This is an optimization exercise on Yosys and OpenROAD, whose aim is small area, not a production implementation.
Where RTL was checked, it was by simulation tests only, not by an equivalence proof against the original.
No functional check of the RTL was part of run 2.
The clock cells of run 8 come from the design's own scripts or RTL, not from TritonCTS.
The clock input has no modelled driver; a real chip could not lean on it and would need a root buffer or a full tree.
No activity file was given, so power comes from the tool's default toggle rates.

File: design.v
module flash_dri
(
    input   wire        clk,
    input   wire        rst_n,
    output  reg         fls_sck,
    output  reg         fls_ncs,
    output  reg         fls_sdo,
    input   wire        fls_sdi,
    input   wire        start,
    input   wire [2:0]  mod_sel,
    input   wire [23:0] fls_addr,
    input   wire [7:0]  fls_write,
    output  reg  [7:0]  fls_read,
    output  reg         frd_en,
    output  reg  [23:0] frd_addr,
    output  reg  [7:0]  frd_data,
    output  reg  [15:0] id,
    output  reg         busy
);
localparam C_WFREE  = 3'd0;
localparam C_WEN    = 3'd1;
localparam C_ERASE  = 3'd2;
localparam C_WR     = 3'd3;
localparam C_RD     = 3'd4;
localparam C_FRD    = 3'd5;
localparam C_ID     = 3'd6;
localparam C_SECTOR = 3'd7;
reg  [8:0] f;
reg  [7:0] rx;
wire [2:0] fbyte = f[8:6];
wire [2:0] fbit  = f[5:3];
wire is_wfree = (mod_sel == C_WFREE);
wire is_frd   = (mod_sel == C_FRD);
wire is_rd    = (mod_sel == C_RD);
wire is_id    = (mod_sel == C_ID);
localparam [63:0] OPS   = {8'h20, 8'h90, 8'h0b, 8'h03, 8'h02, 8'hc7, 8'h06, 8'h05};
localparam [23:0] LASTS = {3'd5, 3'd7, 3'd7, 3'd6, 3'd6, 3'd2, 3'd2, 3'd3};
wire [7:0] op   = OPS[{mod_sel, 3'b000} +: 8];
wire [2:0] last = LASTS[mod_sel * 3 +: 3];
wire has_addr = (mod_sel == C_WR) | (mod_sel == C_RD) | (mod_sel == C_SECTOR);
wire has_data = (mod_sel == C_WR);
wire [7:0] addr_byte = (fbyte == 3'd2) ? fls_addr[23:16] :
                       (fbyte == 3'd3) ? fls_addr[15:8]  : fls_addr[7:0];
wire tx_bit = (fbyte == 3'd0) ? op[7] :
              (fbyte == 3'd1) ? op[~fbit] :
              (fbyte == 3'd5) ? (has_data & fls_write[~fbit]) :
              (fbyte[2:1] == 2'b11) ? 1'b0 :
              (has_addr & addr_byte[~fbit]);
wire idle    = (f == 9'd0);
wire f_pre   = (fbyte == 3'd0) & (f[5:0] == 6'd62);       
wire at_cap  = (f[5:0] == 6'd61);                        
wire at_end  = (f[5:0] == 6'd0) & (fbyte == last) &
               (is_wfree ? ~rx[0] : is_frd ? (&frd_addr) : 1'b1);
wire hold_hi = (is_wfree & (fbyte == 3'd3)) | (is_frd & (fbyte == 3'd7));
wire frd_load = is_frd & at_cap & (fbyte == 3'd0);
wire frd_cap  = is_frd & at_cap & fbyte[2] & fbyte[1];
wire rd_cap   = is_rd  & at_cap & (fbyte == 3'd5);
wire id_cap   = is_id  & at_cap & ((fbyte == 3'd5) | (fbyte == 3'd6));
always @(posedge clk) begin
    if (!rst_n)
        f <= 9'd0;
    else if (start)
        f <= 9'd61;
    else if (idle | at_end)
        f <= 9'd0;
    else begin
        f[5:0] <= f[5:0] + 6'd1;
        if ((&f[5:0]) & ~hold_hi)
            f[8:6] <= f[8:6] + 3'd1;
    end
end
always @(posedge clk) begin
    if (f[2:0] == 3'd2)
        rx <= {rx[6:0], fls_sdi};
end
always @(posedge clk) begin
    if (!rst_n) begin
        busy     <= 1'b0;
        fls_ncs  <= 1'b1;
        fls_sck  <= 1'b0;
        fls_sdo  <= 1'b0;
        frd_en   <= 1'b0;
        fls_read <= 8'd0;
        frd_data <= 8'd0;
        frd_addr <= 24'd0;
        id       <= 16'd0;
    end else begin
        busy    <= f_pre | (busy & ~at_end);
        fls_ncs <= ~busy;
        fls_sck <= busy & (f[2] ^ (f[1] & f[0]));
        fls_sdo <= busy & tx_bit;
        frd_en  <= frd_cap;
        if (rd_cap)
            fls_read <= rx;
        if (id_cap)
            id <= {id[7:0], rx};
        if (frd_cap)
            frd_data <= rx;
        if (frd_load)
            frd_addr <= 24'hff_ffff;
        else if (frd_cap)
            frd_addr <= frd_addr + 24'd1;
    end
end
endmodule
File: run.sh
#!/bin/bash
# synth_recipe.tcl (not shown) runs the flow's synth.tcl, then flattens the netlist and writes it again
# the make line also repeats each setting of config.mk as NAME=value (left out here)
make -C /OpenROAD-flow-scripts/flow DESIGN_CONFIG=/design/flow/config.mk WORK_HOME=/design/flow/orfs CLKGATE_MAP_FILE= SYNTH_SCRIPT=/design/flow/synth_recipe.tcl finish
File: config.mk
export PLATFORM = sky130hd
export DESIGN_NAME = flash_dri
export DESIGN_NICKNAME = flash_dri
export VERILOG_FILES = /design/flow/design.v
export SDC_FILE = /design/flow/constraint.sdc
export NUM_CORES = 4
export LEC_CHECK = 0
export CAP_MARGIN = 20
export CORE_MARGIN = 2
export CORE_UTILIZATION = 40
export PLACE_DENSITY = 0.6
export SLEW_MARGIN = 20
File: constraint.sdc
create_clock -name core_clock -period 5.0 [get_ports {clk}]
set_input_delay 1.0000 -clock core_clock [delete_from_list [all_inputs] [get_ports {clk}]]
set_output_delay 1.0000 -clock core_clock [all_outputs]
set_load 0.01 [all_outputs]
==> results of run 1 <==
==> power by group <==
part / switching [mW] / internal (mW) / total [mW]
Sequential: 0.0143 / 0.636 / 0.650
Combinational: 0.0395 / 0.0522 / 0.0917
Clock: 0.262 / 0.238 / 0.500
Total: 0.316 / 0.926 / 1.24
==> routing by layer <==
metal | GRT usage, % | wire [um]
met5 | 0 | 0
met4 | 5.79 | 121
met3 | 3.70 | 390
met2 | 31.3 | 4860
met1 | 25.0 | 4700
==> state kept, by name, summed over array words and instances (netlist names) <==
register  cells
fls_read      8
fls_sck       1
busy          1
frd_addr     24
f             9
fls_sdo       1
fls_ncs       1
rx            8
frd_data      8
id           16
frd_en        1
==> metrics by stage <==
step           power [mW]  instances  setup slack [ps]  area, um^2  hold slack (ps)
6_report             1.24        639              1950        5230              458
5_1_grt              1.29        639              1740        5230              473
4_1_cts              1.26        639              2000        5230              460
3_5_place_dp        0.757        623              1620        5020              447
3_3_place_gp        0.755        623              1640        5020              442
2_1_floorplan       0.715        415              2540        3990              454
==> critical path: cells and delay by family <==
kind	cells	cell delay [ps]
AOI/OAI and AO/OA	1	80
xor gates and xnor gates	1	180
buffers and inverters	1	700
and+or+nand+nor	3	1300
==> cell families (layout without fill, tap and decap cells) <==
kind of cell,after synthesis,count (layout),share of synthesized area [%]
multiplexers,37,37,11.7
AO/OA/AOI/OAI,82,82,13.0
XOR/XNOR,25,25,5.49
AND/OR/NAND/NOR,146,146,20.9
flip-flops,78,78,41.2
buffers and inverters,36,127,4.42
adder cells (fa/ha/maj),11,11,3.45
==> path summary, 6_finish.rpt <==
kind / startpoint / to / slack [ps] / cells after the start
setup / recovery: mod_sel[1] / frd_addr[14] / 1950 / 6
hold / removal: frd_data[6] / frd_data[6] / 460 / 2
setup reg to reg: f[3] / id[11] / 2080 / 5
hold reg to reg: frd_data[6] / frd_data[6] / 460 / 2
==> cells in the final DEF (no fill, tap or decap), types with 2 or more instances in the layout <==
cell type / Yosys / routed
nand3_1: 13 / 13
inv_1: 10 / 9
or3_1: 5 / 5
nor2_1: 33 / 33
o31ai_1: 3 / 3
dfxtp_1: 70 / 70
clkbuf_8: 0 / 9
nor2_2: 3 / 3
buf_4: 4 / 2
a21oi_1: 38 / 38
a211oi_1: 5 / 5
nor3b_1: 6 / 6
a2111oi_0: 3 / 3
o21ai_0: 7 / 7
nor4_1: 6 / 6
nor3_1: 3 / 3
and3b_1: 2 / 2
a21o_1: 2 / 2
o21a_1: 2 / 2
xor2_1: 11 / 11
ha_1: 11 / 11
and4b_1: 2 / 2
nand2_1: 29 / 29
a211o_1: 3 / 3
mux4_1: 5 / 5
nand4_4: 2 / 2
a31oi_1: 8 / 8
clkdlybuf4s50_1: 0 / 99
mux2i_1: 30 / 30
and3_1: 5 / 5
nor2b_1: 5 / 5
edfxtp_1: 8 / 8
and4_1: 5 / 5
a21boi_1: 2 / 2
inv_6: 0 / 2
xnor2_1: 14 / 14
nand4_1: 11 / 11
and2_1: 5 / 5
nand2b_1: 3 / 3
==> area by class of cell <==
type	instances	area, um^2
Clock buffer	9	124
Clock inverter	7	80.1
Fill cell	899	4500
Inverter	10	37.5
Multi-Input combinational cell	301	2170
Sequential cell	78	1640
Tap cell	133	166
Timing Repair Buffer	101	1010
==> flow_summary.json, run 1 <==
{
  "root_buffer": "clkbuf_8",
  "yosysMostFrequentCell": "dfxtp_1",
  "end_kind": "register",
  "synthesis.nets": 465,
  "start_kind": "input port",
  "grt_use_total_pct": 18.9,
  "numCtsBuffers": 9,
  "num_vias": 3405,
  "grt_max_degree": 61,
  "slew_violations": 0,
  "path_cells": "clkdlybuf4s50_1 > nand3b_2 > nor3_1 > nand3_1 > xnor2_1 > a21oi_1",
  "hold_class": "register to register",
  "num_rows": 36,
  "yosysTopAreaCell": "dfxtp_1",
  "finalCritPeriodShare_pct": 61.1,
  "die_w_um": 104,
  "postSynth.asyncResetShare_pct": 0,
  "fin_tns_setup_ps": 0,
  "finalSetupViolCount": 0,
  "n_antenna_cell": 0,
  "cpPeakStageDelay_ps": 700,
  "grt_pass1_vias": 3299,
  "antenna_found_initial": 0,
  "finish.utilization_pct": 53.7,
  "area_growth_pct": 31.0,
  "syn_inst": 415,
  "slowest_stage": "clkdlybuf4s50_1",
  "tightest_slew_ps": 969,
  "cp_max_fo": 17,
  "fmax_mhz": 327,
  "syn_area_um2": 3990,
  "cap_violations": 0,
  "grt-ovfl-total": 0,
  "clock_latency_ps": 350,
  "rsz0062_at_grt": "no",
  "syn_avg_cell_area_um2": 9.61,
  "grt_pass1_wl_um": 16800,
  "num_io_pins": 100,
  "run_status": "complete, no violations",
  "ys_warn_count": 1,
  "ys_seq_elements": 78,
  "cts_resized": 0,
  "wl_per_cell_um": 15.8,
  "path_class": "input port to register",
  "ir_drop_v": 0.000153,
  "numPortBuffers": 99,
  "routed_wirelength_um": 10100,
  "period_needed_ps": 3050,
  "core_area_um2": 9730,
  "worstPathArrival_ps": 3260,
  "drt_iter0_drc": 176,
  "drc": 0,
  "power_density_nw_per_um2": 238,
  "die_area_um2": 10800,
  "hold_viol_final": 0,
  "hpwl_um": 7260,
  "floorplan.initialDensity_pct": 41.0,
  "ys.flop_type": "dfxtp_1",
  "cts_setup_buffers": 0,
  "drive_gt1_share_pct": 6.52,
  "yosysUniqueCellTypes": 58,
  "synth_edf_count": 8,
  "die_h_um": 104,
  "first_pass_iters": 4,
  "cts_tree": "built",
  "path_clk_slew_ps": 80,
  "cts_buffer_depth": 2,
  "clock-skew-final_ps": 11.1,
  "htreeDepth": 3,
  "gp_routability_congestion": 0.765,
  "yosysSeqAreaShare_pct": 41.2,
  "maxSlewHeadroom_pct": 35.4,
  "drtAntennaViolNets": 0,
  "cts_hold_buffers": 0,
  "final_nets": 551,
  "synth_top_area_share_pct": 35.1,
  "synth_area_leaders": "dfxtp_1, mux2i_1, edfxtp_1, a21oi_1, ha_1",
  "cellLeakagePower_nw": 1.79,
  "yosys-top-cells-count": "dfxtp_1, a21oi_1, nor2_1",
  "clock-sinks": 78,
  "crit_required_ps": 5210,
  "viasPerCell": 5.33
}
==> run 2: changes to the inputs <==
--- a/design.v
+++ b/design.v
@@ -39,13 +39,18 @@
 wire [2:0] last = LASTS[mod_sel * 3 +: 3];
 wire has_addr = (mod_sel == C_WR) | (mod_sel == C_RD) | (mod_sel == C_SECTOR);
 wire has_data = (mod_sel == C_WR);
-wire [7:0] addr_byte = (fbyte == 3'd2) ? fls_addr[23:16] :
-                       (fbyte == 3'd3) ? fls_addr[15:8]  : fls_addr[7:0];
-wire tx_bit = (fbyte == 3'd0) ? op[7] :
-              (fbyte == 3'd1) ? op[~fbit] :
-              (fbyte == 3'd5) ? (has_data & fls_write[~fbit]) :
-              (fbyte[2:1] == 2'b11) ? 1'b0 :
-              (has_addr & addr_byte[~fbit]);
+wire [7:0] pay_byte;
+genvar bi;
+generate
+    for (bi = 0; bi < 8; bi = bi + 1) begin : g_pay
+        wire [3:0] col = {fls_write[bi], fls_addr[bi], fls_addr[8+bi], fls_addr[16+bi]};
+        assign pay_byte[bi] = col[{fbyte[2], fbyte[0]}];
+    end
+endgenerate
+wire pay_bit = pay_byte[~fbit];
+wire pay_ok  = (fbyte[2] ? ~fbyte[1] : fbyte[1]) &
+               (fbyte[2] & fbyte[0] ? has_data : has_addr);
+wire tx_bit  = (fbyte[2:1] == 2'b00) ? op[fbyte[0] ? ~fbit : 3'd7] : (pay_ok & pay_bit);
 wire idle    = (f == 9'd0);
 wire f_pre   = (fbyte == 3'd0) & (f[5:0] == 6'd62);       
 wire at_cap  = (f[5:0] == 6'd61);                        
@@ -80,26 +85,35 @@
         fls_sck  <= 1'b0;
         fls_sdo  <= 1'b0;
         frd_en   <= 1'b0;
-        fls_read <= 8'd0;
-        frd_data <= 8'd0;
-        frd_addr <= 24'd0;
-        id       <= 16'd0;
     end else begin
         busy    <= f_pre | (busy & ~at_end);
         fls_ncs <= ~busy;
         fls_sck <= busy & (f[2] ^ (f[1] & f[0]));
         fls_sdo <= busy & tx_bit;
         frd_en  <= frd_cap;
-        if (rd_cap)
-            fls_read <= rx;
-        if (id_cap)
-            id <= {id[7:0], rx};
-        if (frd_cap)
-            frd_data <= rx;
-        if (frd_load)
-            frd_addr <= 24'hff_ffff;
-        else if (frd_cap)
-            frd_addr <= frd_addr + 24'd1;
     end
 end
+wire       rd_en  = rd_cap  | ~rst_n;
+wire       id_en  = id_cap  | ~rst_n;
+wire       frd_en_w = frd_cap | ~rst_n;
+wire [7:0] rx_r   = rx & {8{rst_n}};
+wire [7:0] idl_r  = id[7:0] & {8{rst_n}};
+always @(posedge clk) begin
+    if (rd_en)
+        fls_read <= rx_r;
+    if (frd_en_w)
+        frd_data <= rx_r;
+    if (id_en)
+        id <= {idl_r, rx_r};
+end
+wire [24:0] addr_c;
+assign addr_c[0] = frd_cap;
+genvar gi;
+generate
+    for (gi = 0; gi < 24; gi = gi + 1) begin : g_addr
+        assign addr_c[gi+1] = addr_c[gi] & frd_addr[gi];
+        always @(posedge clk)
+            frd_addr[gi] <= rst_n & (frd_load | (frd_addr[gi] ^ addr_c[gi]));
+    end
+endgenerate
 endmodule
==> flow/run.sh (new file) <==
#!/bin/bash
# Own layout flow: the standard layout (standard.sh), with two changes:
#  - synthesis is the standard synthesis script, except that ABC maps the
#    logic with an area-oriented script (flow/abc_area.script);
#  - the port buffers that global placement inserts are buf_1 cells.
set -euo pipefail
W=$(pwd)
FL=$W/flow

# standard synthesis script, with the ABC mapping script swapped
{
  cat <<'TCL'
proc abc {args} {
  set i [lsearch -exact $args -script]
  if { $i >= 0 } { lset args [expr {$i + 1}] $::env(MY_ABC_SCRIPT) }
  yosys abc {*}$args
}
TCL
  cat "$W/synth_recipe.tcl"
} > "$W/own_synth.tcl"

export MY_ABC_SCRIPT="$FL/abc_area.script"
export BUFFER_PORTS_ARGS="-buffer_cell sky130_fd_sc_hd__buf_1"

bash "$W/standard.sh" SYNTH_SCRIPT="$W/own_synth.tcl" finish > "$W/flow_make.log" 2>&1
==> flow/abc_area.script (new file) <==
strash
dch
amap
topo
==> standard.sh (new file) <==
#!/bin/bash
# synth_recipe.tcl (not shown) runs the flow's synth.tcl, then flattens the netlist and writes it again
# the make line also repeats each setting of config.mk as NAME=value (left out here)
make -C /OpenROAD-flow-scripts/flow DESIGN_CONFIG=/design/flow/config.mk WORK_HOME=/design/flow/orfs CLKGATE_MAP_FILE= SYNTH_SCRIPT=/design/flow/synth_recipe.tcl "${@:-finish}"
removed: run.sh
==> flow_summary.json, run 2 <==
{
  "met2WireLength_um": 3810,
  "num_rows": 33,
  "root_buffer": "clkbuf_8",
  "grt_max_degree": 44,
  "synth_top_area_share_pct": 34.7,
  "largest_reg_flops": 24,
  "layout.filler_cells": 745,
  "die_h_um": 97,
  "cpPeakStageDelay_ps": 190,
  "cp_max_fo": 2,
  "cp_common_cell": "ha_4",
  "dr_wl_met3_um": 344,
  "synthesis.nets": 395,
  "cts_buffer_depth": 2,
  "antenna_found_initial": 0,
  "rsz0062_at_grt": "yes",
  "crit_required_ps": 5220,
  "floorplan.initialDensity_pct": 41.7,
  "grt_use_total_pct": 17.0,
  "period_needed_ps": 5020,
  "clock-skew-final_ps": 9.04,
  "num_vias": 2813,
  "ys.flop_type": "edfxtp_1",
  "n_antenna_cell": 0,
  "multiInputGateArea_um2": 1740,
  "numPortBuffers": 99,
  "highest_layer": "met4",
  "p_total_mw": 1.33,
  "cts_hold_buffers": 0,
  "clock_latency_ps": 350,
  "yosysTopAreaCell": "edfxtp_1",
  "core_area_um2": 8300,
  "final_common_cell": "buf_1",
  "syn_avg_cell_area_um2": 10.7,
  "die_area_um2": 9410,
  "numCtsBuffers": 9,
  "maxSlewHeadroom_pct": 40.0,
  "ir_drop_v": 0.000152,
  "drt_iter0_drc": 126,
  "fin_tns_setup_ps": -24.4,
  "area_growth_pct": 34.6,
  "gp_routability_congestion": 0.828,
  "ys_seq_elements": 78,
  "wl_met1_um": 3420,
  "setup_ws_ps": -24.4,
  "yosysSeqAreaShare_pct": 56.7,
  "worstPathArrival_ps": 5240,
  "top_register": "frd_addr",
  "drc": 0,
  "syn_area_um2": 3460,
  "tightest_slew_ps": 899,
  "grt_pass1_wl_um": 13000,
  "finalCritPeriodShare_pct": 100,
  "postSynth.asyncResetShare_pct": 0,
  "grt_pass1_vias": 2742,
  "routed_wirelength_um": 7730,
  "layout.area.seq_um2": 1960,
  "viasPerCell": 5.08,
  "drive_gt1_share_pct": 13.6,
  "power_density_nw_per_um2": 286,
  "num_io_pins": 100,
  "so_faults": "negative setup slack",
  "cap_violations": 0,
  "drtAntennaViolNets": 0,
  "path_class": "input port to register",
  "yosysMostFrequentCell": "nor2_1",
  "end_kind": "register",
  "synth_area_leaders": "edfxtp_1, dfxtp_1, ha_1, nor2_1, a22oi_1",
  "hold_class": "register to register",
  "layout_common_cells": "buf_1, nor2_1, edfxtp_1",
  "cellLeakagePower_nw": 1.71,
  "slew_violations": 0,
  "wl_per_cell_um": 14.0,
  "synth_edf_count": 40,
  "finalSetupViolCount": 1,
  "cts_tree": "built",
  "slowest_stage": "ha_2",
  "path_clk_slew_ps": 80,
  "fmax_mhz": 199,
  "top_regs": "frd_addr x24, id x16, f x9",
  "final_nets": 517,
  "clock-sinks": 78,
  "htreeDepth": 3,
  "hpwl_um": 5710,
  "start_kind": "input port",
  "grt-ovfl-total": 0,
  "first_pass_iters": 4,
  "run_status": "failed layout checks",
  "syn_inst": 322,
  "hold_viol_final": 0,
  "yosys-top-cells-count": "nor2_1, edfxtp_1, dfxtp_1",
  "ys_warn_count": 1,
  "yosysUniqueCellTypes": 30,
  "die_w_um": 97
}
run 2: critical path: cells and delay by family:
kind	cells	cell delay, ps
buffers and inverters	3	200
and+or+nand+nor	6	360
xor gates and xnor gates	1	130
adders and majority gates	23	3510
run 2: logic make-up after synthesis:
family | count (synthesis) | synth area share [%]
xor+xnor | 1 | 0.253
fa+ha+maj | 34 | 12.3
compound gates | 60 | 11.8
buf+inv | 23 | 2.50
flops | 78 | 56.7
simple gates | 126 | 16.4
run 2: area by class of cell:
cell class | count | area share, %
inverters | 23 | 2.47
clock inverters | 7 | 2.26
multi-input cells | 221 | 37.3
well taps | 105 | 2.82
flip-flops and latches | 78 | 42.1
clock buffers | 9 | 2.66
repair buffers | 111 | 10.3
run 2: timing repair:
action / in CTS / in global routing
endpoints found under the setup margin: 2 / 2
gates cloned: 0 / 0
buffers inserted: 1 / 0
resized for setup: 4 / 8
hold endpoints to repair: 0 / 0
pin swaps: 1 / 4
run 2: power breakdown:
group | internal, mW | switching (mW)
sequential | 0.693 | 0.0111
clock | 0.288 | 0.240
combinational | 0.0395 | 0.0613
run 2: per-stage QoR:
| step | instances | cell area, um^2 | setup WS (ps) | hold slack, ps | util, % |
|---|---|---|---|---|---|
| floorplan | 322 | 3780 | -197 | 418 | - |
| global placement | 537 | 4380 | -537 | 425 | 52.8 |
| detailed placement | 537 | 4380 | -588 | 427 | 52.8 |
| CTS | 554 | 4630 | -36.6 | 455 | 55.8 |
| global route | 554 | 4660 | -128 | 464 | 56.1 |
| finish | 554 | 4660 | -24.4 | 454 | 56.1 |
run 2: path summary, 6_finish.rpt:
check	start	to	slack, ps	cells past startpoint
hold reg to reg	rx[5]	rx[6]	450	0
hold / removal	rx[5]	rx[6]	450	0
setup reg to reg	f[1]	frd_addr[23]	100	31
setup / recovery	mod_sel[2]	frd_addr[23]	-20	33
run 2: metal layers:
metal  up-vias  track usage (%)
met5         -                0
met4         0             6.28
met3        18             4.19
met2        74             28.8
met1      1294             20.9
li1       1427                -
==> run 3: changes to the inputs <==
--- a/design.v
+++ b/design.v
@@ -106,14 +106,23 @@
     if (id_en)
         id <= {idl_r, rx_r};
 end
+wire [2:0] blk_c;
+assign blk_c[0] = frd_cap;
+assign blk_c[1] = blk_c[0] & (&frd_addr[7:0]);
+assign blk_c[2] = blk_c[1] & (&frd_addr[15:8]);
 wire [24:0] addr_c;
-assign addr_c[0] = frd_cap;
 genvar gi;
 generate
     for (gi = 0; gi < 24; gi = gi + 1) begin : g_addr
-        assign addr_c[gi+1] = addr_c[gi] & frd_addr[gi];
-        always @(posedge clk)
-            frd_addr[gi] <= rst_n & (frd_load | (frd_addr[gi] ^ addr_c[gi]));
+        if (gi % 8 == 0) begin : g_blk
+            assign addr_c[gi+1] = blk_c[gi/8] & frd_addr[gi];
+            always @(posedge clk)
+                frd_addr[gi] <= rst_n & (frd_load | (frd_addr[gi] ^ blk_c[gi/8]));
+        end else begin : g_rip
+            assign addr_c[gi+1] = addr_c[gi] & frd_addr[gi];
+            always @(posedge clk)
+                frd_addr[gi] <= rst_n & (frd_load | (frd_addr[gi] ^ addr_c[gi]));
+        end
     end
 endgenerate
 endmodule
--- a/flow/run.sh
+++ b/flow/run.sh
@@ -21,5 +21,6 @@
 
 export MY_ABC_SCRIPT="$FL/abc_area.script"
 export BUFFER_PORTS_ARGS="-buffer_cell sky130_fd_sc_hd__buf_1"
+export CTS_ARGS="-sink_clustering_enable -repair_clock_nets -dont_use_dummy_load -buf_list sky130_fd_sc_hd__clkbuf_16 -sink_clustering_size 100 -sink_clustering_max_diameter 500"
 
 bash "$W/standard.sh" SYNTH_SCRIPT="$W/own_synth.tcl" finish > "$W/flow_make.log" 2>&1
==> flow_summary.json, run 3 <==
{
  "run_status": "complete, no violations",
  "grt_pass1_wl_um": 12000,
  "layout_common_cells": "buf_1, nor2_1, edfxtp_1",
  "drtAntennaViolNets": 0,
  "yosysUniqueCellTypes": 28,
  "root_buffer": "clkbuf_16",
  "clkPwrFrac_pct": 39.7,
  "fin_tns_setup_ps": 0,
  "ys_warn_count": 1,
  "final_nets": 517,
  "yosysTopAreaCell": "edfxtp_1",
  "finalCritPeriodShare_pct": 72.2,
  "wl_per_cell_um": 13.4,
  "grt_pass1_vias": 2592,
  "largest_reg_flops": 24,
  "intPower_mw": 1.04,
  "floorplan.initialDensity_pct": 41.5,
  "hold_class": "register to register",
  "top_regs": "frd_addr x24, id x16, f x9",
  "crit_required_ps": 5250,
  "first_pass_iters": 4,
  "postSynth.asyncResetShare_pct": 0,
  "sequentialPowerShare_pct": 53.8,
  "r2r_start": "f[3]",
  "tightest_slew_ps": 851,
  "period_needed_ps": 3610,
  "cpPeakStageDelay_ps": 330,
  "path_cells": "buf_1 > clkinv_1 > nor2_1 > and2_0 > nand2_1 > nor3_1 > nand2_1 > nor3_1 > ha_1 > ha_1 > ha_1 > ha_1 > ha_1 > ha_1 > ha_1 > xor2_1 > nor2_1 > nor2_1",
  "num_rows": 33,
  "p_total_mw": 1.31,
  "gp_routability_congestion": 0.908,
  "clock-skew-final_ps": 13.0,
  "yosys-top-cells-count": "nor2_1, edfxtp_1, dfxtp_1",
  "rsz0062_at_grt": "no",
  "grt-ovfl-total": 0,
  "pwr-share-comb_pct": 6.5,
  "layout.area.seq_um2": 1960,
  "die_w_um": 96.8,
  "ff2ff_setup_slack_ps": 1910,
  "top_register": "frd_addr",
  "routed_wirelength_um": 7370,
  "num_vias": 2727,
  "cts_setup_buffers": 0,
  "slowest_stage": "nor3_1",
  "cts_buffer_depth": 2,
  "viasPerCell": 4.97,
  "hpwl_um": 5410,
  "synth_area_leaders": "edfxtp_1, dfxtp_1, ha_1, nor2_1, nand2_1",
  "holdWs_ps": 438,
  "drc": 0,
  "numCtsBuffers": 9,
  "layout.filler_cells": 784,
  "grt_max_degree": 44,
  "syn_inst": 333,
  "antenna_found_initial": 0,
  "cts_hold_buffers": 0,
  "finalSetupViolCount": 0,
  "yosysMostFrequentCell": "nor2_1",
  "multiInputGateArea_um2": 1400,
  "grt_use_total_pct": 15.9,
  "hold_depth": 0,
  "p_switching_mw": 0.272,
  "drt_iter0_drc": 98,
  "end_kind": "register",
  "power_density_nw_per_um2": 313,
  "min_from": "rx[2]",
  "hold_viol_final": 0,
  "cap_violations": 0,
  "synthesis.nets": 404,
  "ir_drop_v": 0.000162,
  "synth_edf_count": 40,
  "worstPathArrival_ps": 3860,
  "cts_tree": "built",
  "swShare_pct": 20.7,
  "syn_avg_cell_area_um2": 10.4,
  "slew_violations": 0,
  "maxSlewHeadroom_pct": 41.8,
  "start_kind": "input port",
  "cp_max_fo": 8,
  "area_growth_pct": 21.8,
  "ys.flop_type": "edfxtp_1",
  "numPortBuffers": 99,
  "final_common_cell": "buf_1",
  "cp_common_cell": "ha_1",
  "syn_area_um2": 3450,
  "drive_gt1_share_pct": 2.70,
  "synth_top_area_share_pct": 34.8,
  "n_antenna_cell": 0,
  "fmax_mhz": 277,
  "cts_resized": 0,
  "core_area_um2": 8300,
  "rr_endpoint": "frd_addr[23]",
  "clock-sinks": 78,
  "num_io_pins": 100,
  "htreeDepth": 3,
  "cellLeakagePower_nw": 1.63,
  "r2r_cells": 16,
  "holdPathEnd": "rx[3]",
  "die_area_um2": 9380,
  "yosysSeqAreaShare_pct": 56.9,
  "path_class": "input port to register",
  "path_clk_slew_ps": 50,
  "clock_latency_ps": 330,
  "ys_seq_elements": 78,
  "die_h_um": 96.8
}
## run 3: layer usage
layer / share of wire, % / vias to the layer above / global-route usage, %
li1: - / 1410 / -
met1: 45 / 1225 / 19.5
met2: 47 / 80 / 26.5
met3: 5.4 / 12 / 4.55
met4: 2.0 / 0 / 6.50
met5: 0 / - / 0
## run 3: cell families (layout without fill, tap and decap cells)
group / after synthesis / after routing / share of synthesized area (%)
AND/OR/NAND/NOR: 146 / 146 / 18.5
AO/OA/AOI/OAI: 51 / 51 / 9.66
adder cells (fa/ha/maj): 32 / 32 / 11.6
buffers and inverters: 23 / 134 / 2.50
flip-flops: 78 / 78 / 56.9
XOR/XNOR: 3 / 3 / 0.762
## run 3: area by class of cell
type,count,area share [%]
multi-input combinational,232,33.3
tap,105,3.13
timing repair buffer,102,9.39
sequential,78,46.7
inverter,23,2.06
clock buffer,9,5.37
## run 3: through the flow
step	instance area, um^2	utilization, %	setup slack [ps]	cells
finish	4200	50.6	1390	549
global route	4200	50.6	1070	549
CTS	4200	50.6	1390	549
detailed placement	3970	47.9	1070	540
global placement	3970	47.9	1280	540
floorplan	3450	-	1660	333
## run 3: power groups by stage
stage	combinational, mW	sequential [mW]	clock, mW
after global placement	0.0846	0.719	0
final	0.0851	0.706	0.522
after CTS	0.0862	0.706	0.541
after floorplan	0.0420	0.725	0
after global routing	0.0966	0.709	0.564
after detailed placement	0.0858	0.719	0
## run 3: worst max-delay path by stage
stage,start,end,slack (ps),depth (start not counted)
floorplan,mod_sel[2],frd_addr[23],1660,17
global placement,mod_sel[2],frd_addr[22],1280,17
detailed placement,mod_sel[2],frd_addr[22],1070,17
CTS,mod_sel[2],frd_addr[23],1390,18
global route,mod_sel[2],frd_addr[23],1070,18
finish,mod_sel[2],frd_addr[23],1390,18
## run 3: critical path: cells and delay by family
family	cells	cell delay, ps
simple gates	8	1290
fa+ha+maj	7	1040
buf+inv	2	390
xor+xnor	1	140
==> run 4: changes to the inputs <==
--- a/flow/run.sh
+++ b/flow/run.sh
@@ -21,6 +21,6 @@
 
 export MY_ABC_SCRIPT="$FL/abc_area.script"
 export BUFFER_PORTS_ARGS="-buffer_cell sky130_fd_sc_hd__buf_1"
-export CTS_ARGS="-sink_clustering_enable -repair_clock_nets -dont_use_dummy_load -buf_list sky130_fd_sc_hd__clkbuf_16 -sink_clustering_size 100 -sink_clustering_max_diameter 500"
+export CTS_ARGS="-sink_clustering_enable -repair_clock_nets -dont_use_dummy_load"
 
 bash "$W/standard.sh" SYNTH_SCRIPT="$W/own_synth.tcl" finish > "$W/flow_make.log" 2>&1
==> flow_summary.json, run 4 <==
{
  "viasPerCell": 4.97,
  "rsz0062_at_grt": "no",
  "layout.filler_cells": 792,
  "top_register": "frd_addr",
  "final_common_cell": "buf_1",
  "cts_resized": 0,
  "drtAntennaViolNets": 0,
  "grt-ovfl-total": 0,
  "yosys.area_share.adder_pct": 11.6,
  "finalCritPeriodShare_pct": 71.9,
  "root_buffer": "clkbuf_8",
  "area_growth_pct": 18.8,
  "ir_drop_v": 0.000118,
  "cts_hold_buffers": 0,
  "tightest_slew_ps": 851,
  "wl_per_cell_um": 13.5,
  "end_kind": "register",
  "cts_tree": "built",
  "dp_slack_ps": 1070,
  "p_total_mw": 1.14,
  "path_class": "input port to register",
  "final_nets": 517,
  "pwr-share-comb_pct": 7.5,
  "finalNonFillerCells": 549,
  "slew_violations": 0,
  "first_pass_iters": 5,
  "use_met2_pct": 26.9,
  "grt_use_total_pct": 16.1,
  "largest_reg_flops": 24,
  "num_vias": 2729,
  "synth_simple_gate_area_share_pct": 18.5,
  "syn_avg_cell_area_um2": 10.4,
  "n_antenna_cell": 0,
  "synth_edf_count": 40,
  "start_kind": "input port",
  "use_met3_pct": 4.70,
  "syn_inst": 333,
  "cap_violations": 0,
  "htreeDepth": 3,
  "numCtsBuffers": 9,
  "layout.area.seq_um2": 1960,
  "layout_common_cells": "buf_1, nor2_1, edfxtp_1",
  "synth_compound_area_share_pct": 9.66,
  "top_regs": "frd_addr x24, id x16, f x9",
  "p_switching_mw": 0.254,
  "drt_iter0_drc": 78,
  "antenna_found_initial": 0,
  "grt_pass1_vias": 2597,
  "clock_latency_ps": 350,
  "ys_seq_elements": 78,
  "clkPwrFrac_pct": 30.7,
  "intPower_mw": 0.885,
  "cts_setup_buffers": 0,
  "synthXorXnorAreaFrac_pct": 0.762,
  "fin_tns_setup_ps": 0,
  "routed_wirelength_um": 7400,
  "syn_area_um2": 3450,
  "path_clk_slew_ps": 90,
  "cellLeakagePower_nw": 1.58,
  "synth_top_area_share_pct": 34.8,
  "drc": 0,
  "drive_gt1_share_pct": 2.70,
  "grt_pass1_wl_um": 12100,
  "swShare_pct": 22.3,
  "synth_area_leaders": "edfxtp_1, dfxtp_1, ha_1, nor2_1, nand2_1",
  "num_io_pins": 100,
  "postSynth.asyncResetShare_pct": 0,
  "yosysMostFrequentCell": "nor2_1",
  "ys_warn_count": 1,
  "fmax_mhz": 278,
  "gp_routability_congestion": 0.908,
  "ys.flop_type": "edfxtp_1",
  "numPortBuffers": 99,
  "clock-sinks": 78,
  "busiest_layer": "met2",
  "yosysUniqueCellTypes": 28,
  "synthMuxAreaShare_pct": 0,
  "yosysSeqAreaShare_pct": 56.9,
  "maxSlewHeadroom_pct": 41.8,
  "period_needed_ps": 3590,
  "placed_cells": 540,
  "synthesis.nets": 404,
  "power_density_nw_per_um2": 278,
  "gr-usage-met1_pct": 19.5,
  "multiInputGateArea_um2": 1400,
  "finalSetupViolCount": 0,
  "run_status": "complete, no violations",
  "sequentialPowerShare_pct": 61.9,
  "floorplan.initialDensity_pct": 41.5,
  "clock-skew-final_ps": 20.9,
  "grt_max_degree": 44,
  "worstPathArrival_ps": 3860,
  "yosysTopAreaCell": "edfxtp_1",
  "cts_buffer_depth": 2,
  "finish.utilization_pct": 49.4,
  "core_area_um2": 8300,
  "synth_top_family_by_area": "simple AND/OR/NAND/NOR gates",
  "hold_class": "register to register",
  "die_w_um": 96.8,
  "hpwl_um": 5410,
  "setup_ws_ps": 1410,
  "hold_viol_final": 0,
  "yosys-top-cells-count": "nor2_1, edfxtp_1, dfxtp_1",
  "die_area_um2": 9380,
  "die_h_um": 96.8,
  "cp_max_fo": 8,
  "num_rows": 33,
  "crit_required_ps": 5270
}
run 4: cell count changes in the layout (fill, tap and decap cells not counted):
cell,before,now
clkbuf_16,9,0
clkbuf_8,0,9
run 4: cell families (layout without fill, tap and decap cells):
| family | after synthesis | after routing |
|---|---|---|
| compound gates | 51 | 51 |
| buf+inv | 23 | 134 |
| simple gates | 146 | 146 |
| flops | 78 | 78 |
| fa+ha+maj | 32 | 32 |
| xor+xnor | 3 | 3 |
run 4: path summary, 6_finish.rpt:
| kind | startpoint | endpoint | slack [ps] | depth (start not counted) |
|---|---|---|---|---|
| worst min register to register | rx[3] | rx[4] | 440 | 0 |
| worst min-delay path | rx[3] | rx[4] | 440 | 0 |
| worst max register to register | f[3] | frd_addr[23] | 1910 | 16 |
| worst max-delay path | mod_sel[2] | frd_addr[23] | 1410 | 18 |
run 4: through the flow:
step | instance area (um^2) | hold slack (ps)
2_1_floorplan | 3450 | 418
3_3_place_gp | 3970 | 425
3_5_place_dp | 3970 | 427
4_1_cts | 4100 | 431
5_1_grt | 4100 | 449
6_report | 4100 | 437
run 4: metal layers:
layer | vias up | part of all wire (%)
li1 | 1410 | -
met1 | 1229 | 45
met2 | 82 | 48
met3 | 8 | 5.4
met4 | 0 | 1.5
met5 | - | 0
run 4: worst max-delay path: stages:
cell	delay (ps)
buf_1	160
clkinv_1	240
nor2_1	190
and2_0	250
nand2_1	100
nor3_1	330
nand2_1	130
nor3_1	170
ha_1	180
ha_1	140
ha_1	140
ha_1	140
ha_1	150
ha_1	140
ha_1	150
xor2_1	140
nor2_1	50
nor2_1	80
run 4: layout make-up:
class / instances / share of cell area [%]
Clock buffer: 9 / 3.02
Timing Repair Buffer: 102 / 9.62
Multi-Input combinational cell: 232 / 34.1
Inverter: 23 / 2.11
Sequential cell: 78 / 47.9
Tap cell: 105 / 3.21
run 4: power by group through the flow:
stage                     Clock [mW]  Sequential, mW  Combinational, mW
after CTS                      0.368           0.705             0.0862
after global placement             0           0.719             0.0846
final                          0.349           0.705             0.0851
after global routing           0.394           0.708             0.0966
after floorplan                    0           0.725             0.0420
after detailed placement           0           0.719             0.0858
==> run 5: changes to the inputs <==
--- a/config.mk
+++ b/config.mk
@@ -5,8 +5,8 @@
 export SDC_FILE = /design/flow/constraint.sdc
 export NUM_CORES = 4
 export LEC_CHECK = 0
-export CAP_MARGIN = 20
+export CAP_MARGIN = 0
 export CORE_MARGIN = 2
 export CORE_UTILIZATION = 40
 export PLACE_DENSITY = 0.6
-export SLEW_MARGIN = 20
+export SLEW_MARGIN = 0
==> flow_summary.json, run 5 <==
{
  "power_density_nw_per_um2": 278,
  "first_pass_iters": 5,
  "p_total_mw": 1.14,
  "yosysMostFrequentCell": "nor2_1",
  "finish.utilization_pct": 49.4,
  "syn_inst": 333,
  "crit_required_ps": 5270,
  "grt_pass1_vias": 2597,
  "num_vias": 2729,
  "hold_viol_final": 0,
  "numCtsBuffers": 9,
  "htreeDepth": 3,
  "die_area_um2": 9380,
  "ys_seq_elements": 78,
  "cts_resized": 0,
  "yosysTopAreaCell": "edfxtp_1",
  "postSynth.asyncResetShare_pct": 0,
  "cap_violations": 0,
  "finalCritPeriodShare_pct": 71.9,
  "cts_hold_buffers": 0,
  "top_regs": "frd_addr x24, id x16, f x9",
  "path_class": "input port to register",
  "routed_wirelength_um": 7400,
  "worstPathArrival_ps": 3860,
  "clock_latency_ps": 350,
  "multiInputGateArea_um2": 1400,
  "holdWs_ps": 437,
  "ir_drop_v": 0.000118,
  "die_h_um": 96.8,
  "num_rows": 33,
  "final_common_cell": "buf_1",
  "grt_pass1_wl_um": 12100,
  "yosys-top-cells-count": "nor2_1, edfxtp_1, dfxtp_1",
  "maxSlewHeadroom_pct": 41.8,
  "yosysSeqAreaShare_pct": 56.9,
  "drtAntennaViolNets": 0,
  "die_w_um": 96.8,
  "antenna_found_initial": 0,
  "path_clk_slew_ps": 90,
  "area_growth_pct": 18.8,
  "period_needed_ps": 3590,
  "post_dp_cell_area_um2": 3970,
  "viasPerCell": 4.97,
  "layout.filler_cells": 792,
  "clock-skew-final_ps": 20.9,
  "grt-ovfl-total": 0,
  "n_antenna_cell": 0,
  "wl_per_cell_um": 13.5,
  "fmax_mhz": 278,
  "synth_top_area_share_pct": 34.8,
  "root_buffer": "clkbuf_8",
  "drive_gt1_share_pct": 2.70,
  "finalSetupViolCount": 0,
  "final_cell_area_um2": 4100,
  "core_area_um2": 8300,
  "numPortBuffers": 99,
  "cts_buffer_depth": 2,
  "rsz0062_at_grt": "no",
  "largest_reg_flops": 24,
  "gp_routability_congestion": 0.908,
  "ys_warn_count": 1,
  "end_kind": "register",
  "tightest_slew_ps": 851,
  "syn_avg_cell_area_um2": 10.4,
  "syn_area_um2": 3450,
  "num_io_pins": 100,
  "grt_max_degree": 44,
  "top_register": "frd_addr",
  "hpwl_um": 5410,
  "cp_max_fo": 8,
  "cts_tree": "built",
  "layout.area.seq_um2": 1960,
  "run_status": "complete, no violations",
  "synth_edf_count": 40,
  "clock-sinks": 78,
  "grt_use_total_pct": 16.1,
  "drt_iter0_drc": 78,
  "final_nets": 517,
  "synth_area_leaders": "edfxtp_1, dfxtp_1, ha_1, nor2_1, nand2_1",
  "synthesis.nets": 404,
  "slew_violations": 0,
  "floorplan.initialDensity_pct": 41.5,
  "hold_class": "register to register",
  "fin_tns_setup_ps": 0,
  "cts_setup_buffers": 0,
  "yosysUniqueCellTypes": 28,
  "layout_common_cells": "buf_1, nor2_1, edfxtp_1",
  "cellLeakagePower_nw": 1.58,
  "drc": 0,
  "start_kind": "input port",
  "ys.flop_type": "edfxtp_1"
}
-- run 5: worst paths after layout --
kind | startpoint | endpoint | slack [ps] | cells past startpoint
max | mod_sel[2] | frd_addr[23] | 1410 | 18
min reg2reg | rx[3] | rx[4] | 440 | 0
max reg2reg | f[3] | frd_addr[23] | 1910 | 16
min | rx[3] | rx[4] | 440 | 0
-- run 5: worst max-delay path, cell delays in order --
cell and delay, ps:
buf_1 160, clkinv_1 240, nor2_1 190, and2_0 250
nand2_1 100, nor3_1 330, nand2_1 130, nor3_1 170
ha_1 180, ha_1 140, ha_1 140, ha_1 140
ha_1 150, ha_1 140, ha_1 150, xor2_1 140
nor2_1 50, nor2_1 80
-- run 5: power by group --
group | switching, mW | internal, mW
Sequential | 0.0114 | 0.694
Clock | 0.189 | 0.161
Combinational | 0.0542 | 0.0309
Total | 0.254 | 0.885
-- run 5: logic make-up after synthesis --
group,after synthesis,synth area share [%]
AOI/OAI and AO/OA,51,9.66
adders and majority gates,32,11.6
and+or+nand+nor,146,18.5
xor gates and xnor gates,3,0.762
DFF,78,56.9
buffers and inverters,23,2.50
-- run 5: final cells by class --
| class | instances | share of cell area, % |
|---|---|---|
| inverters | 23 | 2.11 |
| clock buffers | 9 | 3.02 |
| repair buffers | 102 | 9.62 |
| multi-input cells | 232 | 34.1 |
| flip-flops and latches | 78 | 47.9 |
| well taps | 105 | 3.21 |
-- run 5: through the flow --
stage | std cells | worst slack, ps
final | 549 | 1410
after CTS | 549 | 1420
after floorplan | 333 | 1660
after global routing | 549 | 1100
after global placement | 540 | 1280
after detailed placement | 540 | 1070
-- run 5: layer usage --
layer / global-route usage [%] / share of wire (%)
met1: 19.5 / 45
met2: 26.9 / 48
met3: 4.70 / 5.4
met4: 6.28 / 1.5
met5: 0 / 0
==> run 6: changes to the inputs <==
--- a/flow/run.sh
+++ b/flow/run.sh
@@ -21,6 +21,5 @@
 
 export MY_ABC_SCRIPT="$FL/abc_area.script"
 export BUFFER_PORTS_ARGS="-buffer_cell sky130_fd_sc_hd__buf_1"
-export CTS_ARGS="-sink_clustering_enable -repair_clock_nets -dont_use_dummy_load"
 
 bash "$W/standard.sh" SYNTH_SCRIPT="$W/own_synth.tcl" finish > "$W/flow_make.log" 2>&1
--- a/config.mk
+++ b/config.mk
@@ -5,8 +5,8 @@
 export SDC_FILE = /design/flow/constraint.sdc
 export NUM_CORES = 4
 export LEC_CHECK = 0
-export CAP_MARGIN = 0
+export CAP_MARGIN = 20
 export CORE_MARGIN = 2
 export CORE_UTILIZATION = 40
 export PLACE_DENSITY = 0.6
-export SLEW_MARGIN = 0
+export SLEW_MARGIN = 20
==> flow_summary.json, run 6 <==
{
  "fin_tns_setup_ps": 0,
  "cts_buffer_depth": 2,
  "viasPerCell": 4.95,
  "finish.utilization_pct": 50.3,
  "hold_class": "register to register",
  "hpwl_um": 5410,
  "ir_drop_v": 0.000113,
  "cellLeakagePower_nw": 1.62,
  "die_h_um": 96.8,
  "worstPathArrival_ps": 3870,
  "yosysUniqueCellTypes": 28,
  "gp_routability_congestion": 0.908,
  "die_w_um": 96.8,
  "syn_inst": 333,
  "start_kind": "input port",
  "grt_max_degree": 44,
  "ys_seq_elements": 78,
  "top_register": "frd_addr",
  "numCtsBuffers": 9,
  "num_vias": 2753,
  "synth_top_area_share_pct": 34.8,
  "cts_resized": 0,
  "core_area_um2": 8300,
  "finalCritPeriodShare_pct": 71.7,
  "path_cells": "buf_1 > clkinv_1 > nor2_1 > and2_0 > nand2_1 > nor3_1 > nand2_1 > nor3_1 > ha_1 > ha_1 > ha_1 > ha_1 > ha_1 > ha_1 > ha_1 > xor2_1 > nor2_1 > nor2_1",
  "yosysSeqAreaShare_pct": 56.9,
  "drt_iter0_drc": 97,
  "num_io_pins": 100,
  "cts_tree": "built",
  "clock-sinks": 78,
  "cpPeakStageDelay_ps": 330,
  "ys.flop_type": "edfxtp_1",
  "cts_hold_buffers": 0,
  "finalSetupViolCount": 0,
  "syn_area_um2": 3450,
  "drc": 0,
  "root_buffer": "clkbuf_8",
  "synth_area_leaders": "edfxtp_1, dfxtp_1, ha_1, nor2_1, nand2_1",
  "path_class": "input port to register",
  "slew_violations": 0,
  "final_common_cell": "buf_1",
  "postSynth.asyncResetShare_pct": 0,
  "yosysMostFrequentCell": "nor2_1",
  "slowest_stage": "nor3_1",
  "tightest_slew_ps": 850,
  "routed_wirelength_um": 7370,
  "p_total_mw": 1.27,
  "clock-skew-final_ps": 9.04,
  "area_growth_pct": 21.2,
  "cp_max_fo": 8,
  "yosys-top-cells-count": "nor2_1, edfxtp_1, dfxtp_1",
  "floorplan.initialDensity_pct": 41.5,
  "cts_setup_buffers": 0,
  "first_pass_iters": 4,
  "path_clk_slew_ps": 80,
  "multiInputGateArea_um2": 1400,
  "fmax_mhz": 279,
  "wl_met1_um": 3310,
  "crit_required_ps": 5280,
  "layout.filler_cells": 784,
  "htreeDepth": 3,
  "cap_violations": 0,
  "dr_wl_met3_um": 412,
  "drive_gt1_share_pct": 4.21,
  "largest_reg_flops": 24,
  "wl_per_cell_um": 13.3,
  "cp_common_cell": "ha_1",
  "numPortBuffers": 99,
  "ys_warn_count": 1,
  "synthesis.nets": 404,
  "layout.area.seq_um2": 1960,
  "end_kind": "register",
  "grt_pass1_wl_um": 12100,
  "rsz0062_at_grt": "no",
  "yosysTopAreaCell": "edfxtp_1",
  "syn_avg_cell_area_um2": 10.4,
  "antenna_found_initial": 0,
  "die_area_um2": 9380,
  "final_nets": 517,
  "grt-ovfl-total": 0,
  "highest_layer": "met4",
  "synth_edf_count": 40,
  "power_density_nw_per_um2": 303,
  "num_rows": 33,
  "top_regs": "frd_addr x24, id x16, f x9",
  "period_needed_ps": 3580,
  "n_antenna_cell": 0,
  "met2WireLength_um": 3480,
  "drtAntennaViolNets": 0,
  "hold_viol_final": 0,
  "grt_pass1_vias": 2594,
  "grt_use_total_pct": 16.1,
  "maxSlewHeadroom_pct": 41.9,
  "layout_common_cells": "buf_1, nor2_1, edfxtp_1",
  "run_status": "complete, no violations",
  "clock_latency_ps": 350
}
-- run 6: cell counts after synthesis --
Identical to the previous run, type by type.
-- run 6: final timing paths --
path / depth (start not counted) / end / slack, ps / start
setup / recovery: 18 / frd_addr[23] / 1420 / mod_sel[2]
hold / removal: 0 / rx[3] / 450 / rx[2]
setup reg to reg: 16 / frd_addr[23] / 1900 / f[3]
hold reg to reg: 0 / rx[3] / 450 / rx[2]
-- run 6: cell type report --
class	instances	share of cell area [%]
Tap cell	105	3.14
Multi-Input combinational cell	232	33.5
Timing Repair Buffer	102	9.43
Inverter	23	2.07
Sequential cell	78	47.0
Clock inverter	7	1.95
Clock buffer	9	2.96
-- run 6: layer usage --
metal	GRT usage [%]	up-vias
met1	19.7	1237
met3	4.77	14
met5	0	-
met2	26.4	85
met4	6.83	0
li1	-	1417
-- run 6: report_power, final --
part           internal [mW]  switching [mW]  total (mW)
logic                 0.0309          0.0540      0.0849
clock network          0.236           0.241       0.477
registers              0.693          0.0114       0.704
total                  0.960           0.306        1.27
-- run 6: through the flow --
stage	instance area, um^2	setup slack [ps]	hold WS (ps)	cells
4_1_cts	4180	1430	449	556
6_report	4180	1420	451	556
2_1_floorplan	3450	1660	418	333
5_1_grt	4180	1110	460	556
3_5_place_dp	3970	1070	427	540
3_3_place_gp	3970	1280	425	540
-- run 6: cell families after synthesis --
group	after synthesis	synth area share, %
XOR/XNOR	3	0.762
buffers and inverters	23	2.50
AO/OA/AOI/OAI	51	9.66
flip-flops	78	56.9
AND/OR/NAND/NOR	146	18.5
adder cells (fa/ha/maj)	32	11.6
-- run 6: critical path, delay by kind of cell --
family | cells | cell delay, ps
simple gates | 8 | 1290
fa+ha+maj | 7 | 1040
buf+inv | 2 | 390
xor+xnor | 1 | 140
==> run 7: changes to the inputs <==
--- a/flow/run.sh
+++ b/flow/run.sh
@@ -2,7 +2,8 @@
 # Own layout flow: the standard layout (standard.sh), with two changes:
 #  - synthesis is the standard synthesis script, except that ABC maps the
 #    logic with an area-oriented script (flow/abc_area.script);
-#  - the port buffers that global placement inserts are buf_1 cells.
+#  - the port buffers that global placement inserts are buf_1 cells;
+#  - the clock tree is a single clock buffer (flow/cts_single_buffer.tcl).
 set -euo pipefail
 W=$(pwd)
 FL=$W/flow
@@ -21,5 +22,9 @@
 
 export MY_ABC_SCRIPT="$FL/abc_area.script"
 export BUFFER_PORTS_ARGS="-buffer_cell sky130_fd_sc_hd__buf_1"
+# clock tree: one clock buffer from the clock port to all registers
+export PRE_CTS_TCL="$FL/cts_single_buffer.tcl"
+export SINGLE_CLKBUF=sky130_fd_sc_hd__clkbuf_16
+export CLOCK_PORT_NET=clk
 
 bash "$W/standard.sh" SYNTH_SCRIPT="$W/own_synth.tcl" finish > "$W/flow_make.log" 2>&1
==> flow/cts_single_buffer.tcl (new file) <==
# PRE_CTS hook: the clock tree is a single clock buffer between the clock
# port and every register, placed at the registers' centroid.
proc clock_tree_synthesis {args} {
  set block [ord::get_db_block]
  set n 0
  set sx 0
  set sy 0
  foreach inst [$block getInsts] {
    set m [[$inst getMaster] getName]
    if { [string match "*df*" $m] } {
      set box [$inst getBBox]
      set sx [expr { $sx + ([$box xMin] + [$box xMax]) / 2.0 }]
      set sy [expr { $sy + ([$box yMin] + [$box yMax]) / 2.0 }]
      incr n
    }
  }
  set dbu [$block getDbUnitsPerMicron]
  set x [expr { $sx / $n / $dbu }]
  set y [expr { $sy / $n / $dbu }]
  puts "single clock buffer at ($x, $y) for $n registers"
  insert_buffer -buffer_cell $::env(SINGLE_CLKBUF) -net [get_nets $::env(CLOCK_PORT_NET)] \
    -location [list $x $y] -buffer_name clkbuf_0_clk -net_name clknet_0_clk
  set net [$block findNet clknet_0_clk]
  $net setSigType CLOCK
  set_propagated_clock [all_clocks]
}
==> flow_summary.json, run 7 <==
{
  "synth_edf_count": 40,
  "gp_routability_congestion": 0.908,
  "placed_cells": 540,
  "syn_avg_cell_area_um2": 10.4,
  "syn_inst": 333,
  "synth_area_leaders": "edfxtp_1, dfxtp_1, ha_1, nor2_1, nand2_1",
  "die_w_um": 96.8,
  "stop_stage": "4_1_cts",
  "yosysSeqAreaShare_pct": 56.9,
  "synth_top_area_share_pct": 34.8,
  "floorplan.initialDensity_pct": 41.5,
  "die_h_um": 96.8,
  "error": "Error: cts.tcl, 36 invalid command name \"NULL\"",
  "ys_warn_count": 1,
  "post_dp_cell_area_um2": 3970,
  "numPortBuffers": 99,
  "yosys-top-cells-count": "nor2_1, edfxtp_1, dfxtp_1",
  "synthesis.nets": 404,
  "yosysMostFrequentCell": "nor2_1",
  "yosysTopAreaCell": "edfxtp_1",
  "run_status": "aborted with a tool error",
  "syn_area_um2": 3450,
  "num_io_pins": 100,
  "ys_seq_elements": 78,
  "postSynth.asyncResetShare_pct": 0,
  "yosysUniqueCellTypes": 28,
  "hpwl_um": 5410,
  "ys.flop_type": "edfxtp_1",
  "num_rows": 33
}
-- run 7: cell counts after synthesis --
No cell type changed its count.
-- run 7: cells by family after synthesis --
family / count (synthesis) / share of synthesized area (%)
compound gates: 51 / 9.66
xor+xnor: 3 / 0.762
fa+ha+maj: 32 / 11.6
buf+inv: 23 / 2.50
flops: 78 / 56.9
simple gates: 146 / 18.5
-- run 7: per-stage QoR --
step / hold WS, ps / utilization (%) / worst slack [ps]
3_3_place_gp: 425 / 47.9 / 1280
3_5_place_dp: 427 / 47.9 / 1070
2_1_floorplan: 418 / - / 1660
-- run 7: power groups by stage --
stage | logic (mW) | registers, mW | clock network, mW
after detailed placement | 0.0858 | 0.719 | 0
after global placement | 0.0846 | 0.719 | 0
after floorplan | 0.0420 | 0.725 | 0
-- run 7: how the worst max path moves through the flow --
stage,cells past startpoint,from,endpoint,slack [ps]
2_1_floorplan,17,mod_sel[2],frd_addr[23],1660
3_3_place_gp,17,mod_sel[2],frd_addr[22],1280
3_5_place_dp,17,mod_sel[2],frd_addr[22],1070
==> run 8: changes to the inputs <==
--- a/flow/run.sh
+++ b/flow/run.sh
@@ -3,7 +3,8 @@
 #  - synthesis is the standard synthesis script, except that ABC maps the
 #    logic with an area-oriented script (flow/abc_area.script);
 #  - the port buffers that global placement inserts are buf_1 cells;
-#  - the clock tree is a single clock buffer (flow/cts_single_buffer.tcl).
+#  - the clock tree is a few clock buffers fed by the clock port
+#    (flow/cts_groups.tcl).
 set -euo pipefail
 W=$(pwd)
 FL=$W/flow
@@ -22,9 +23,10 @@
 
 export MY_ABC_SCRIPT="$FL/abc_area.script"
 export BUFFER_PORTS_ARGS="-buffer_cell sky130_fd_sc_hd__buf_1"
-# clock tree: one clock buffer from the clock port to all registers
-export PRE_CTS_TCL="$FL/cts_single_buffer.tcl"
-export SINGLE_CLKBUF=sky130_fd_sc_hd__clkbuf_16
+# clock tree: a few clock buffers, each fed by the clock port
+export PRE_CTS_TCL="$FL/cts_groups.tcl"
+export CLKBUF_CELL=${CLKBUF_CELL:-sky130_fd_sc_hd__clkbuf_16}
+export CLKBUF_GROUPS=${CLKBUF_GROUPS:-3}
 export CLOCK_PORT_NET=clk
 
 bash "$W/standard.sh" SYNTH_SCRIPT="$W/own_synth.tcl" finish > "$W/flow_make.log" 2>&1
==> flow/cts_groups.tcl (new file) <==
# PRE_CTS hook: the clock tree is CLKBUF_GROUPS clock buffers, each driven
# directly by the clock port and each driving one group of registers.  The
# groups are balanced: the registers are split recursively across their
# wider spread, in proportion to the number of groups on each side.  Each
# buffer sits at its group's centroid.
proc cts_groups { pts k } {
  if { $k <= 1 } { return [list $pts] }
  set xs [lsort -real [lmap p $pts { lindex $p 1 }]]
  set ys [lsort -real [lmap p $pts { lindex $p 2 }]]
  set axis [expr { ([lindex $xs end] - [lindex $xs 0]) >= ([lindex $ys end] - [lindex $ys 0]) ? 1 : 2 }]
  set pts [lsort -real -index $axis $pts]
  set k1 [expr { $k / 2 }]
  set n1 [expr { round([llength $pts] * double($k1) / $k) }]
  return [concat [cts_groups [lrange $pts 0 [expr { $n1 - 1 }]] $k1] \
    [cts_groups [lrange $pts $n1 end] [expr { $k - $k1 }]]]
}
proc clock_tree_synthesis {args} {
  set block [ord::get_db_block]
  set dbu [$block getDbUnitsPerMicron]
  set pts {}
  foreach inst [$block getInsts] {
    if { [string match "*df*" [[$inst getMaster] getName]] } {
      set box [$inst getBBox]
      lappend pts [list [$inst getName] [expr { ([$box xMin] + [$box xMax]) / 2.0 / $dbu }] \
        [expr { ([$box yMin] + [$box yMax]) / 2.0 / $dbu }]]
    }
  }
  set c 0
  foreach g [cts_groups $pts $::env(CLKBUF_GROUPS)] {
    set sx 0.0
    set sy 0.0
    set pins {}
    foreach p $g {
      set sx [expr { $sx + [lindex $p 1] }]
      set sy [expr { $sy + [lindex $p 2] }]
      lappend pins [get_pins "[lindex $p 0]/CLK"]
    }
    set x [expr { $sx / [llength $g] }]
    set y [expr { $sy / [llength $g] }]
    puts "clock buffer $c at ($x, $y) for [llength $g] registers"
    insert_buffer -buffer_cell $::env(CLKBUF_CELL) -net [get_nets $::env(CLOCK_PORT_NET)] \
      -load_pins $pins -location [list $x $y] -buffer_name clkbuf_${c}_clk -net_name clknet_${c}_clk
    incr c
  }
  set_propagated_clock [all_clocks]
}
removed: flow/cts_single_buffer.tcl
==> flow_summary.json, run 8 <==
{
  "drt_iter0_drc": 113,
  "cts_setup_buffers": 0,
  "tightest_slew_ps": 848,
  "cts_resized": 0,
  "die_w_um": 96.8,
  "use_met2_pct": 26.8,
  "synth_top_area_share_pct": 34.8,
  "rr_endpoint": "frd_addr[23]",
  "multiInputGateArea_um2": 1400,
  "path_class": "input port to register",
  "hpwl_um": 5410,
  "drtAntennaViolNets": 0,
  "ys_seq_elements": 78,
  "path_clk_slew_ps": 100,
  "yosysSeqAreaShare_pct": 56.9,
  "top_register": "frd_addr",
  "routed_wirelength_um": 7260,
  "worstPathArrival_ps": 3850,
  "gr-usage-met1_pct": 19.5,
  "core_area_um2": 8300,
  "startpoint": "mod_sel[2]",
  "busiest_layer": "met2",
  "layout.filler_cells": 799,
  "run_status": "complete, no violations",
  "slew_violations": 0,
  "drive_gt1_share_pct": 1.37,
  "synth_area_leaders": "edfxtp_1, dfxtp_1, ha_1, nor2_1, nand2_1",
  "grt_use_total_pct": 14.7,
  "area_growth_pct": 17.4,
  "numPortBuffers": 99,
  "hold_depth": 0,
  "syn_area_um2": 3450,
  "end_kind": "register",
  "synth_edf_count": 40,
  "grt-ovfl-total": 0,
  "r2r_start": "f[3]",
  "power_density_nw_per_um2": 260,
  "clock_latency_ps": 160,
  "postSynth.asyncResetShare_pct": 0,
  "dp_slack_ps": 1070,
  "syn_avg_cell_area_um2": 10.4,
  "synthesis.nets": 404,
  "grt_pass1_vias": 2548,
  "first_pass_iters": 4,
  "hold_viol_final": 0,
  "floorplan.initialDensity_pct": 41.5,
  "ir_drop_v": 0.000138,
  "final_common_cell": "buf_1",
  "use_met3_pct": 1.52,
  "layout_common_cells": "buf_1, nor2_1, edfxtp_1",
  "num_rows": 33,
  "finalCritPeriodShare_pct": 74.9,
  "die_h_um": 96.8,
  "antenna_found_initial": 0,
  "period_needed_ps": 3750,
  "hold_class": "register to register",
  "crit_required_ps": 5110,
  "setup_ws_ps": 1250,
  "ys_warn_count": 1,
  "layout.area.seq_um2": 1960,
  "cp_max_fo": 8,
  "top_regs": "frd_addr x24, id x16, f x9",
  "yosysUniqueCellTypes": 28,
  "die_area_um2": 9380,
  "viasPerCell": 5.04,
  "cellLeakagePower_nw": 1.55,
  "grt_pass1_wl_um": 11900,
  "r2r_cells": 16,
  "cap_violations": 0,
  "wl_per_cell_um": 13.4,
  "grt_max_degree": 44,
  "clock-skew-final_ps": 11.3,
  "n_antenna_cell": 0,
  "fin_tns_setup_ps": 0,
  "gp_routability_congestion": 0.908,
  "cts_hold_buffers": 0,
  "ys.flop_type": "edfxtp_1",
  "yosys-top-cells-count": "nor2_1, edfxtp_1, dfxtp_1",
  "rsz0062_at_grt": "no",
  "crit_path_end": "frd_addr[23]",
  "num_io_pins": 100,
  "finalSetupViolCount": 0,
  "num_vias": 2738,
  "final_nets": 511,
  "syn_inst": 333,
  "fmax_mhz": 267,
  "start_kind": "input port",
  "largest_reg_flops": 24,
  "ff2ff_setup_slack_ps": 1920,
  "yosysTopAreaCell": "edfxtp_1",
  "yosysMostFrequentCell": "nor2_1",
  "maxSlewHeadroom_pct": 42.0,
  "drc": 0
}
==> run 8: worst min path at each step <==
stage,startpoint,end,slack (ps)
after floorplan,rx[1],rx[2],420
after global placement,rx[2],rx[3],430
after detailed placement,rx[2],rx[3],430
after CTS,rx[2],rx[3],450
after global routing,rx[5],rx[6],470
final,rx[2],rx[3],450
==> run 8: report_power, final <==
part	internal [mW]	switching [mW]	total [mW]
Clock	0.111	0.153	0.264
Combinational	0.0309	0.0542	0.0851
Sequential	0.693	0.0115	0.704
==> run 8: cells by family after synthesis <==
logic type | synth area share [%]
adders and majority gates | 11.6
xor gates and xnor gates | 0.762
DFF | 56.9
buffers and inverters | 2.50
AOI/OAI and AO/OA | 9.66
and+or+nand+nor | 18.5
==> run 8: cell type report, clock buffers not listed <==
| class | instances | share of cell area, % |
|---|---|---|
| well taps | 105 | 3.25 |
| multi-input cells | 232 | 34.6 |
| flip-flops and latches | 78 | 48.5 |
| repair buffers | 102 | 9.74 |
| inverters | 23 | 2.13 |
==> run 8: metrics by stage <==
step,total power [mW],area [um^2],hold WS (ps),util [%],cells
2_1_floorplan,0.767,3450,418,-,333
6_report,1.05,4050,450,48.8,543
3_3_place_gp,0.804,3970,425,47.9,540
5_1_grt,1.10,4050,465,48.8,543
4_1_cts,1.06,4050,452,48.8,543
3_5_place_dp,0.805,3970,427,47.9,540
==> run 8: critical path: stages <==
cell	delay, ps
buf_1	160
clkinv_1	230
nor2_1	190
and2_0	260
nand2_1	100
nor3_1	320
nand2_1	130
nor3_1	170
ha_1	180
ha_1	140
ha_1	140
ha_1	140
ha_1	150
ha_1	140
ha_1	150
xor2_1	140
nor2_1	50
nor2_1	80
==> run 8: per-layer routing <==
metal  vias up  routed length, um
li1       1398                  -
met1      1251               3320
met2        83               3480
met3         6                385
met4         0                 87
met5         -                  0

-- afterwards: timing with drivers on the ports --
Ports are ideal in the flow. The routed layouts listed here were re-timed in OpenROAD. Step 1 (the two cells are an assumption about what drives the block):
set clk [get_ports {clk}]
set_driving_cell -lib_cell sky130_fd_sc_hd__clkbuf_16 $clk
set_driving_cell -lib_cell sky130_fd_sc_hd__buf_2 [delete_from_list [all_inputs] $clk]
Step 2 also shifts input and output timing later by t, the mid clock arrival at the registers, as if the neighbouring blocks saw the same clock. a / b / c = ideal ports / drivers / drivers and shift; a / b = the first two.
| run | shift t [ns] | setup WS [ns] | hold slack, ns | cell pins on the clock port's net |
|---|---|---|---|---|
| run 1 | 0.381 | 1.946 / 1.955 / 1.574 | 0.458 / 0.458 / 0.458 | 1 |
| run 2 | 0.372 | -0.024 / -0.040 / -0.412 | 0.454 / 0.454 / 0.454 | 1 |
| run 3 | 0.350 | 1.390 / 1.384 / 1.034 | 0.438 / 0.438 / 0.438 | 1 |
| run 4 | 0.365 | 1.405 / 1.396 / 1.030 | 0.437 / 0.437 / 0.437 | 1 |
| run 5 | 0.365 | 1.405 / 1.396 / 1.030 | 0.437 / 0.437 / 0.437 | 1 |
| run 6 | 0.372 | 1.416 / 1.406 / 1.034 | 0.451 / 0.451 / 0.451 | 1 |
| run 8 | 0.217 | 1.253 / 1.274 / 1.057 | 0.450 / 0.450 / 0.450 | 3 |
The setup slack of run 2, which loses most, moves by -0.016 ns with the drivers and by -0.388 ns with both steps.
